Context: an optimization exercise on an open-source flow, tuned for small area. The choices shown serve that exercise and are no tape-out recipe.
The RTL was checked by simulation tests, not by an equivalence proof against the original design.
Power figures rest on the tool's default switching activity, not on a simulated workload.

==> exp/umber: inputs <==
==> flow/design.v <==
module usb2_ulpi (
input	wire			reset_n,
output	wire			reset_local,
input	wire			opt_disable_all,
input	wire			opt_enable_hs,
input	wire			opt_ignore_vbus,
output	wire			stat_connected,
output	wire			stat_fs,
output	reg				stat_hs,
input	wire			phy_clk,
input	wire	[7:0]	phy_d_in,
output	wire	[7:0]	phy_d_out_mux,
output	wire			phy_d_oe,
input	wire			phy_dir,
output	wire			phy_stp,
input	wire			phy_nxt,
output	wire			pkt_out_act,
output	wire	[7:0]	pkt_out_byte,
output	wire			pkt_out_latch,
output	wire			pkt_in_cts,
output	wire			pkt_in_nxt,
input	wire	[7:0]	pkt_in_byte,
input	wire			pkt_in_latch,
input	wire			pkt_in_stp,
output	wire			se0_reset,
output	wire	[1:0]	dbg_linestate
);
	localparam		DCW = 8;			 
	localparam [DCW-1:0] DC_TAPS = 8'b10111000;	 
	localparam		WW = 12;			 
	localparam		N_DEB = 2000;		 
	localparam		N_SE0 = 710;		 
	localparam		N_CHIRP = 600;		 
	localparam [4:0]
		S_RST_0		= 5'd0,
		S_RST_1		= 5'd1,
		S_RST_2		= 5'd2,
		S_RST_3		= 5'd3,
		S_RST_4		= 5'd4,
		S_IDLE		= 5'd5,
		S_PKT_0		= 5'd6,
		S_PKT_1		= 5'd7,
		S_PKT_2		= 5'd8,
		S_CHIRP_0	= 5'd9,
		S_CHIRP_1	= 5'd10,
		S_CHIRP_2	= 5'd11,
		S_CHIRP_3	= 5'd12,
		S_CHIRP_4	= 5'd13,
		S_CHIRP_5	= 5'd14,
		S_X_PID		= 5'd15,	 
		S_X_NOPID	= 5'd16,	 
		S_RX_R4		= 5'd17,	 
		S_RX_I		= 5'd18,	 
		S_RX_C4		= 5'd19,	 
		S_W_RST		= 5'd24,	 
		S_W_A		= 5'd25,	 
		S_W_C0		= 5'd26,	 
		S_W_C4		= 5'd27,	 
		S_S_RST		= 5'd28,	 
		S_S_A		= 5'd29,
		S_S_C0		= 5'd30,
		S_S_C4		= 5'd31;
	localparam [2:0]
		K_00		= 3'd0,
		K_84		= 3'd1,
		K_8A		= 3'd2,
		K_40		= 3'd3,
		K_4P		= 3'd4,
		K_65		= 3'd5,
		K_50		= 3'd6;
	reg				reset_1, reset_2;
	reg				reset_ulpi;
	reg				opt_enable_hs_1, opt_enable_hs_2;
	reg				opt_ignore_vbus_1, opt_ignore_vbus_2;
	reg				phy_dir_1;
	reg		[2:0]	phy_d_k;
	reg				phy_d_f;
	reg				phy_d_sel;
	reg				phy_stp_out;
	reg		[1:0]	line_state;
	reg				vbus_valid;
	reg				rx_active;
	reg				vbus_valid_1;
	reg				know_recv_packet;
	reg		[3:0]	tx_pid;
	reg				pkt_in_latch_defer;
	reg				can_send;
	reg		[4:0]	state;
	reg		[DCW-1:0]	dc;
	reg		[WW-1:0]	dc_wrap;
	wire			dc_z = ~|dc[DCW-2:0];
	wire			dc_fb = ^(dc & DC_TAPS) ^ dc_z;
	wire			dc_max = dc[DCW-1] & dc_z;
	wire	[WW:0]	wr_c;
	wire			wr_en;
	assign	wr_c[0] = wr_en;
	genvar gi;
	generate
		for (gi = 0; gi < WW; gi = gi + 1) begin : g_wr
			assign wr_c[gi+1] = wr_c[gi] & dc_wrap[gi];
		end
	endgenerate
	wire			dir_rise = phy_dir & ~phy_dir_1;
	wire			st_w = (state[4:2] == 3'b110);
	wire			st_s = (state[4:2] == 3'b111);
	wire			st_pkt = (state == S_PKT_1) | (state == S_PKT_2);
	assign	reset_local		= reset_n & reset_ulpi;
	assign	stat_connected	= vbus_valid;
	assign	stat_fs			= 1'b0;
	assign	dbg_linestate	= line_state;
	assign	se0_reset		= (dc_wrap == N_SE0);
	assign	phy_d_oe		= !phy_dir_1;
	assign	phy_stp			= phy_stp_out ^ pkt_in_stp;
	assign	pkt_out_act		= (rx_active | know_recv_packet) & phy_dir;
	assign	pkt_out_latch	= pkt_out_act & phy_nxt;
	assign	pkt_out_byte	= pkt_out_latch ? phy_d_in : 8'h0;
	assign	pkt_in_cts		= ~phy_dir & can_send;
	assign	pkt_in_nxt		= phy_nxt & st_pkt;
	reg		[7:0]	phy_d_out;
	always @(*) begin
		case (phy_d_k)
		K_84:		phy_d_out = 8'h84;
		K_8A:		phy_d_out = 8'h8A;
		K_40:		phy_d_out = 8'h40;
		K_4P:		phy_d_out = {4'h4, tx_pid};
		K_65:		phy_d_out = 8'h65;
		K_50:		phy_d_out = 8'h50;
		default:	phy_d_out = 8'h00;
		endcase
	end
	assign	phy_d_out_mux	= phy_d_sel ? pkt_in_byte : phy_d_out;
	reg		[2:0]	k_next;
	always @(*) begin
		k_next = K_00;
		case (state)
		S_W_RST:	k_next = phy_nxt ? K_65 : phy_d_f ? K_84 : K_00;
		S_W_A:		k_next = phy_nxt ? K_00 : phy_d_f ? K_8A : K_00;
		S_W_C0:		k_next = phy_nxt ? K_50 : phy_d_f ? K_84 : K_00;
		S_W_C4:		k_next = phy_nxt ? K_40 : phy_d_f ? K_84 : K_00;
		S_PKT_1:	k_next = K_4P;
		S_PKT_2:	k_next = pkt_in_stp ? K_00 : K_4P;
		S_CHIRP_2:	k_next = (phy_nxt | phy_d_f) ? K_00 : K_40;
		default:	k_next = K_00;
		endcase
	end
	reg		[4:0]	st_next;
	always @(*) begin
		st_next = state;
		case (state)
		S_RST_0:	st_next = opt_disable_all ? S_RST_0 : S_RST_1;
		S_RST_1:	if (~phy_dir & (dc_wrap == N_DEB)) st_next = S_W_RST;
		S_RST_2:	if (phy_dir) st_next = S_RST_3; else if (dc_max) st_next = S_RST_0;
		S_RST_3:	if (phy_dir) st_next = S_RX_R4;
		S_RST_4:	st_next = S_W_A;
		S_IDLE: begin
			if (dir_rise) st_next = S_RX_I;
			else if (pkt_in_latch | pkt_in_latch_defer) st_next = S_PKT_0;
			else if (se0_reset & opt_enable_hs_2) st_next = S_CHIRP_0;
		end
		S_RX_R4:	if (~phy_dir) st_next = S_RST_4;
		S_RX_I:		if (~phy_dir) st_next = S_IDLE;
		S_RX_C4:	if (~phy_dir) st_next = S_CHIRP_4;
		S_W_RST, S_W_A, S_W_C0, S_W_C4:
					if (phy_nxt) st_next = {3'b111, state[1:0]};
		S_S_RST:	st_next = S_RST_2;
		S_S_A:		st_next = S_IDLE;
		S_S_C0:		st_next = S_CHIRP_1;
		S_S_C4:		st_next = S_CHIRP_5;
		S_PKT_0:	st_next = S_X_PID;
		S_X_PID:	st_next = S_PKT_1;
		S_PKT_1:	if (phy_nxt) st_next = S_PKT_2;
		S_PKT_2:	if (pkt_in_stp) st_next = S_IDLE;
		S_CHIRP_0:	st_next = S_W_C0;
		S_CHIRP_1:	st_next = S_X_NOPID;
		S_X_NOPID:	st_next = S_CHIRP_2;
		S_CHIRP_2:	if (phy_nxt & (dc_wrap == N_CHIRP)) st_next = S_CHIRP_3;
		S_CHIRP_3:	if (dir_rise) st_next = S_RX_C4;
		S_CHIRP_4:	if (~phy_dir & (phy_d_in == 8'h0)) st_next = S_W_C4;
		S_CHIRP_5:	st_next = S_IDLE;
		default:	st_next = S_RST_0;
		endcase
	end
	wire	st_rst0 = (state == S_RST_0);
	wire	st_idle = (state == S_IDLE);
	wire	st_rx = (state == S_RX_R4) | (state == S_RX_I) | (state == S_RX_C4);
	assign	wr_en = dc_max & ((state == S_RST_1) | st_idle | ((state == S_CHIRP_2) & phy_nxt));
	wire	vbus_drop = ~opt_ignore_vbus_2 & ~vbus_valid & vbus_valid_1;
always @(posedge phy_clk) begin
	{reset_2, reset_1} <= {reset_1, reset_n};
	{opt_enable_hs_2, opt_enable_hs_1} <= {opt_enable_hs_1, opt_enable_hs};
	{opt_ignore_vbus_2, opt_ignore_vbus_1} <= {opt_ignore_vbus_1, opt_ignore_vbus};
	vbus_valid_1 <= vbus_valid & ~st_rst0;
	phy_dir_1 <= phy_dir | st_rst0;
	if (st_rst0 | (st_idle & dir_rise))
		dc <= 0;
	else
		dc <= {dc[DCW-2:0], dc_fb};
	phy_stp_out <= st_s | ((state == S_CHIRP_2) & phy_nxt & (dc_wrap == N_CHIRP));
	phy_d_k <= st_rst0 ? K_00 : k_next;
	phy_d_f <= st_w | ((state == S_CHIRP_2) & (phy_d_f | phy_nxt));
	if (st_rst0 | ((state == S_PKT_2) & pkt_in_stp))
		pkt_in_latch_defer <= 1'b0;
	else if (pkt_in_latch)
		pkt_in_latch_defer <= 1'b1;
	if (st_rst0 | (state == S_PKT_0))
		can_send <= 1'b0;
	else if (st_idle)
		can_send <= ~dir_rise;
	if (st_rst0)
		stat_hs <= 1'b0;
	else if (state == S_CHIRP_5)
		stat_hs <= 1'b1;
	if (state == S_PKT_0)
		tx_pid <= pkt_in_byte[3:0];
	if (st_rst0 | (state == S_CHIRP_1) | (st_idle & (line_state != 2'b00)))
		dc_wrap <= 0;
	else
		dc_wrap <= dc_wrap ^ wr_c[WW-1:0];
	state <= st_next;
	if (~reset_2) begin
		state <= S_RST_0;
		reset_ulpi <= 1'b0;
		line_state <= 2'b00;
		vbus_valid <= 1'b0;
		rx_active <= 1'b0;
		know_recv_packet <= 1'b0;
		phy_d_sel <= 1'b0;
	end else begin
		if (state == S_RST_1) reset_ulpi <= 1'b1;
		if (st_rx & ~phy_nxt) begin
			line_state <= phy_d_in[1:0];
			vbus_valid <= &phy_d_in[3:2];
			rx_active <= phy_d_in[4];
		end
		if (st_idle) know_recv_packet <= dir_rise & phy_nxt;
		if ((state == S_PKT_1) & phy_nxt) phy_d_sel <= 1'b1;
		else if ((state == S_PKT_2) & pkt_in_stp) phy_d_sel <= 1'b0;
	end
	if (vbus_drop) begin
		reset_ulpi <= 1'b0;
		state <= S_RST_0;
	end
end
endmodule
==> flow/flow/run.sh <==
#!/bin/bash
# Standard ORFS layout (the standard.sh), with two changes:
#  - port buffers use the smallest buffer cell (buf_1),
#  - CTS does not add dummy load cells.
set -euo pipefail
bash standard.sh \
  "BUFFER_PORTS_ARGS=-buffer_cell sky130_fd_sc_hd__buf_1" \
  "CTS_ARGS=-sink_clustering_enable -repair_clock_nets -dont_use_dummy_load" \
  finish > standard_flow.log 2>&1
==> flow/standard.sh <==
#!/bin/bash
# synth_recipe.tcl (not shown) runs the flow's synth.tcl, then flattens the netlist and writes it again
# the make line also repeats each setting of config.mk as NAME=value (left out here)
make -C /OpenROAD-flow-scripts/flow DESIGN_CONFIG=/design/flow/config.mk WORK_HOME=/design/flow/orfs CLKGATE_MAP_FILE= SYNTH_SCRIPT=/design/flow/synth_recipe.tcl "${@:-finish}"
==> flow/config.mk <==
export PLATFORM = sky130hd
export DESIGN_NAME = usb2_ulpi
export DESIGN_NICKNAME = usb2_ulpi
export VERILOG_FILES = /design/flow/design.v
export SDC_FILE = /design/flow/constraint.sdc
export NUM_CORES = 4
export LEC_CHECK = 0
export CAP_MARGIN = 20
export CORE_MARGIN = 2
export CORE_UTILIZATION = 40
export PLACE_DENSITY = 0.6
export SLEW_MARGIN = 20
==> flow/constraint.sdc <==
create_clock -name core_clock -period 10.0 [get_ports {phy_clk}]
set_input_delay 2.0000 -clock core_clock [delete_from_list [all_inputs] [get_ports {phy_clk}]]
set_output_delay 2.0000 -clock core_clock [all_outputs]
set_load 0.01 [all_outputs]
==> exp/lagoon: changes against exp/umber <==
--- a/flow/design.v
+++ b/flow/design.v
@@ -35,10 +35,10 @@
 		S_RST_0		= 5'd0,
-		S_RST_1		= 5'd1,
+		S_RST_1		= 5'd18,
 		S_RST_2		= 5'd2,
-		S_RST_3		= 5'd3,
-		S_RST_4		= 5'd4,
-		S_IDLE		= 5'd5,
-		S_PKT_0		= 5'd6,
-		S_PKT_1		= 5'd7,
-		S_PKT_2		= 5'd8,
+		S_RST_3		= 5'd5,
+		S_RST_4		= 5'd12,
+		S_IDLE		= 5'd3,
+		S_PKT_0		= 5'd19,
+		S_PKT_1		= 5'd14,
+		S_PKT_2		= 5'd17,
 		S_CHIRP_0	= 5'd9,
@@ -46,10 +46,10 @@
 		S_CHIRP_2	= 5'd11,
-		S_CHIRP_3	= 5'd12,
+		S_CHIRP_3	= 5'd4,
 		S_CHIRP_4	= 5'd13,
-		S_CHIRP_5	= 5'd14,
+		S_CHIRP_5	= 5'd7,
 		S_X_PID		= 5'd15,	 
 		S_X_NOPID	= 5'd16,	 
-		S_RX_R4		= 5'd17,	 
-		S_RX_I		= 5'd18,	 
-		S_RX_C4		= 5'd19,	 
+		S_RX_R4		= 5'd8,	 
+		S_RX_I		= 5'd1,	 
+		S_RX_C4		= 5'd6,	 
 		S_W_RST		= 5'd24,	 
@@ -65,6 +65,6 @@
 		K_84		= 3'd1,
-		K_8A		= 3'd2,
+		K_8A		= 3'd5,
 		K_40		= 3'd3,
 		K_4P		= 3'd4,
-		K_65		= 3'd5,
+		K_65		= 3'd2,
 		K_50		= 3'd6;
@@ -103,4 +103,4 @@
 	wire			dir_rise = phy_dir & ~phy_dir_1;
-	wire			st_w = (state[4:2] == 3'b110);
-	wire			st_s = (state[4:2] == 3'b111);
+	wire			st_w = (state == S_W_RST) | (state == S_W_A) | (state == S_W_C0) | (state == S_W_C4);
+	wire			st_s = (state == S_S_RST) | (state == S_S_A) | (state == S_S_C0) | (state == S_S_C4);
 	wire			st_pkt = (state == S_PKT_1) | (state == S_PKT_2);
@@ -162,4 +162,6 @@
 		S_RX_C4:	if (~phy_dir) st_next = S_CHIRP_4;
-		S_W_RST, S_W_A, S_W_C0, S_W_C4:
-					if (phy_nxt) st_next = {3'b111, state[1:0]};
+		S_W_RST:	if (phy_nxt) st_next = S_S_RST;
+		S_W_A:		if (phy_nxt) st_next = S_S_A;
+		S_W_C0:		if (phy_nxt) st_next = S_S_C0;
+		S_W_C4:		if (phy_nxt) st_next = S_S_C4;
 		S_S_RST:	st_next = S_RST_2;
==> flow/flow/run.sh (replaced) <==
#!/bin/bash
# Own layout flow:
#  1. the standard synthesis, unchanged (standard.sh synth).
#  2. The combinational logic of that netlist is re-mapped by ABC with an
#     area-oriented script (flow/reabc.abc); the flip-flops are kept as
#     black boxes, so every register keeps its name and cell type.
#  3. The rest of the standard ORFS flow (standard.sh finish), with port
#     buffers of the smallest buffer cell (buf_1) and no CTS dummy loads.
# Each tool's output goes to a log file of its own in this folder.
set -euo pipefail
W=$(pwd)
R=$W/orfs/results/$FLOW_PLATFORM/usb2_ulpi/base
LIB=$FLOW_HOME/platforms/$FLOW_PLATFORM/lib/sky130_fd_sc_hd__tt_025C_1v80.lib
YOSYS=$FLOW_HOME/../tools/install/yosys/bin/yosys
[[ -x $YOSYS ]] || YOSYS=yosys
DONT_USE="sky130_fd_sc_hd__lpflow_bleeder_1 sky130_fd_sc_hd__lpflow_clkbufkapwr_1 sky130_fd_sc_hd__lpflow_clkbufkapwr_16 sky130_fd_sc_hd__lpflow_clkbufkapwr_2 sky130_fd_sc_hd__lpflow_clkbufkapwr_4 sky130_fd_sc_hd__lpflow_clkbufkapwr_8 sky130_fd_sc_hd__lpflow_clkinvkapwr_1 sky130_fd_sc_hd__lpflow_clkinvkapwr_16 sky130_fd_sc_hd__lpflow_clkinvkapwr_2 sky130_fd_sc_hd__lpflow_clkinvkapwr_4 sky130_fd_sc_hd__lpflow_clkinvkapwr_8 sky130_fd_sc_hd__lpflow_decapkapwr_12 sky130_fd_sc_hd__lpflow_decapkapwr_3 sky130_fd_sc_hd__lpflow_decapkapwr_4 sky130_fd_sc_hd__lpflow_decapkapwr_6 sky130_fd_sc_hd__lpflow_decapkapwr_8 sky130_fd_sc_hd__lpflow_inputiso0n_1 sky130_fd_sc_hd__lpflow_inputiso0p_1 sky130_fd_sc_hd__lpflow_inputiso1n_1 sky130_fd_sc_hd__lpflow_inputiso1p_1 sky130_fd_sc_hd__lpflow_inputisolatch_1 sky130_fd_sc_hd__lpflow_isobufsrc_1 sky130_fd_sc_hd__lpflow_isobufsrc_16 sky130_fd_sc_hd__lpflow_isobufsrc_2 sky130_fd_sc_hd__lpflow_isobufsrc_4 sky130_fd_sc_hd__lpflow_isobufsrc_8 sky130_fd_sc_hd__lpflow_isobufsrckapwr_16 sky130_fd_sc_hd__lpflow_lsbuf_lh_hl_isowell_tap_1 sky130_fd_sc_hd__lpflow_lsbuf_lh_hl_isowell_tap_2 sky130_fd_sc_hd__lpflow_lsbuf_lh_hl_isowell_tap_4 sky130_fd_sc_hd__lpflow_lsbuf_lh_isowell_4 sky130_fd_sc_hd__lpflow_lsbuf_lh_isowell_tap_1 sky130_fd_sc_hd__lpflow_lsbuf_lh_isowell_tap_2 sky130_fd_sc_hd__lpflow_lsbuf_lh_isowell_tap_4 sky130_fd_sc_hd__probe_p_8 sky130_fd_sc_hd__probec_p_8 "
DU_ARGS=""
for c in $DONT_USE; do DU_ARGS="$DU_ARGS -dont_use $c"; done

bash standard.sh synth > standard_synth.log 2>&1
cp $R/1_2_yosys.v $W/1_2_yosys_standard.v

$YOSYS -p "read_liberty -ignore_miss_func $LIB; read_verilog $W/1_2_yosys_standard.v; hierarchy -top $FLOW_TOP; blackbox sky130_fd_sc_hd__*df* sky130_fd_sc_hd__*dl* sky130_fd_sc_hd__*sdf*; flatten; opt -purge; abc -liberty $LIB $DU_ARGS -script $W/flow/reabc.abc; hilomap -singleton -hicell sky130_fd_sc_hd__conb_1 HI -locell sky130_fd_sc_hd__conb_1 LO; opt_clean -purge; stat -liberty $LIB; write_verilog -noattr $W/1_2_yosys_reabc.v" > reabc_yosys.log 2>&1
cp $W/1_2_yosys_reabc.v $R/1_2_yosys.v
touch $R/1_2_yosys.v

bash standard.sh \
  "BUFFER_PORTS_ARGS=-buffer_cell sky130_fd_sc_hd__buf_1" \
  "CTS_ARGS=-sink_clustering_enable -repair_clock_nets -dont_use_dummy_load" \
  finish > standard_finish.log 2>&1
==> flow/flow/reabc.abc (new file) <==
strash
&get -n
&deepsyn -T 90
&put
dch
amap
topo
==> run summary <==
Die area: exp/umber is larger than exp/lagoon (about 21%). In clock power, exp/lagoon and exp/umber hardly differ. Between exp/lagoon and exp/umber, the lower final cell count is in exp/lagoon (gap about 8%, measured against exp/umber). In exp/lagoon the wire length is smaller than in exp/umber, by about 12%. Of exp/lagoon and exp/umber, exp/umber has the higher first-iteration DRC count (gap 27%, measured against exp/umber).
==> figures <==
	exp/lagoon	exp/umber
Die Ht	79.9 µm	88.0 µm
Slew at the pin closest to its max-slew limit	0.963 ns	0.834 ns
Setup skew after layout	0.0158 ns	0.0154 ns
Total number of vias	2262	2469
Run status	no timing/DRC/antenna violations	no timing/DRC/antenna violations
Effective utilization at floorplan	41.6%	41.3%
Worst r2r dst	dc_wrap[11]	dc_wrap[10]
Sequential share of power	45.9%	41.0%
Layout buffering overhead excluding clock cells	7.60%	7.16%
CP max stage cell	clkinv_1	buf_1
Register fraction of the total cell area	40.5%	34.4%
Detailed-routed wire length on met2	2.39 mm	2.85 mm

==> what the ideal ports hide <==
How much do the figures lean on ideal ports? The routed layouts below were timed once more, with nothing changed but the port constraints.
Step 1 (the two cells are an assumption about what drives the block):
set clk [get_ports {phy_clk}]
set_driving_cell -lib_cell sky130_fd_sc_hd__clkbuf_16 $clk
set_driving_cell -lib_cell sky130_fd_sc_hd__buf_2 [delete_from_list [all_inputs] $clk]
Step 2, shift: input delay + t, output delay - t, t = (earliest + latest rising clock arrival at the registers) / 2. This alone moves slack from input paths to output paths.
a / b / c = ideal / step 1 / step 2; a / b = the first two.
| run | t (ns) | setup slack, ns | hold WS [ns] | worst slew at a driven data input, ns | cell pins on the clock port's net |
|---|---|---|---|---|---|
| exp/umber | 0.332 | 4.984 / 4.960 / 4.922 | 0.330 / 0.330 / 0.330 | 0.04 | 1 |
| exp/lagoon | 0.325 | 4.843 / 4.820 / 4.820 | 0.331 / 0.331 / 0.331 | 0.03 | 1 |
After both steps every run listed still meets setup and hold. The setup slack of exp/umber, which loses most, moves by -0.024 ns with the drivers and by -0.062 ns with both steps.
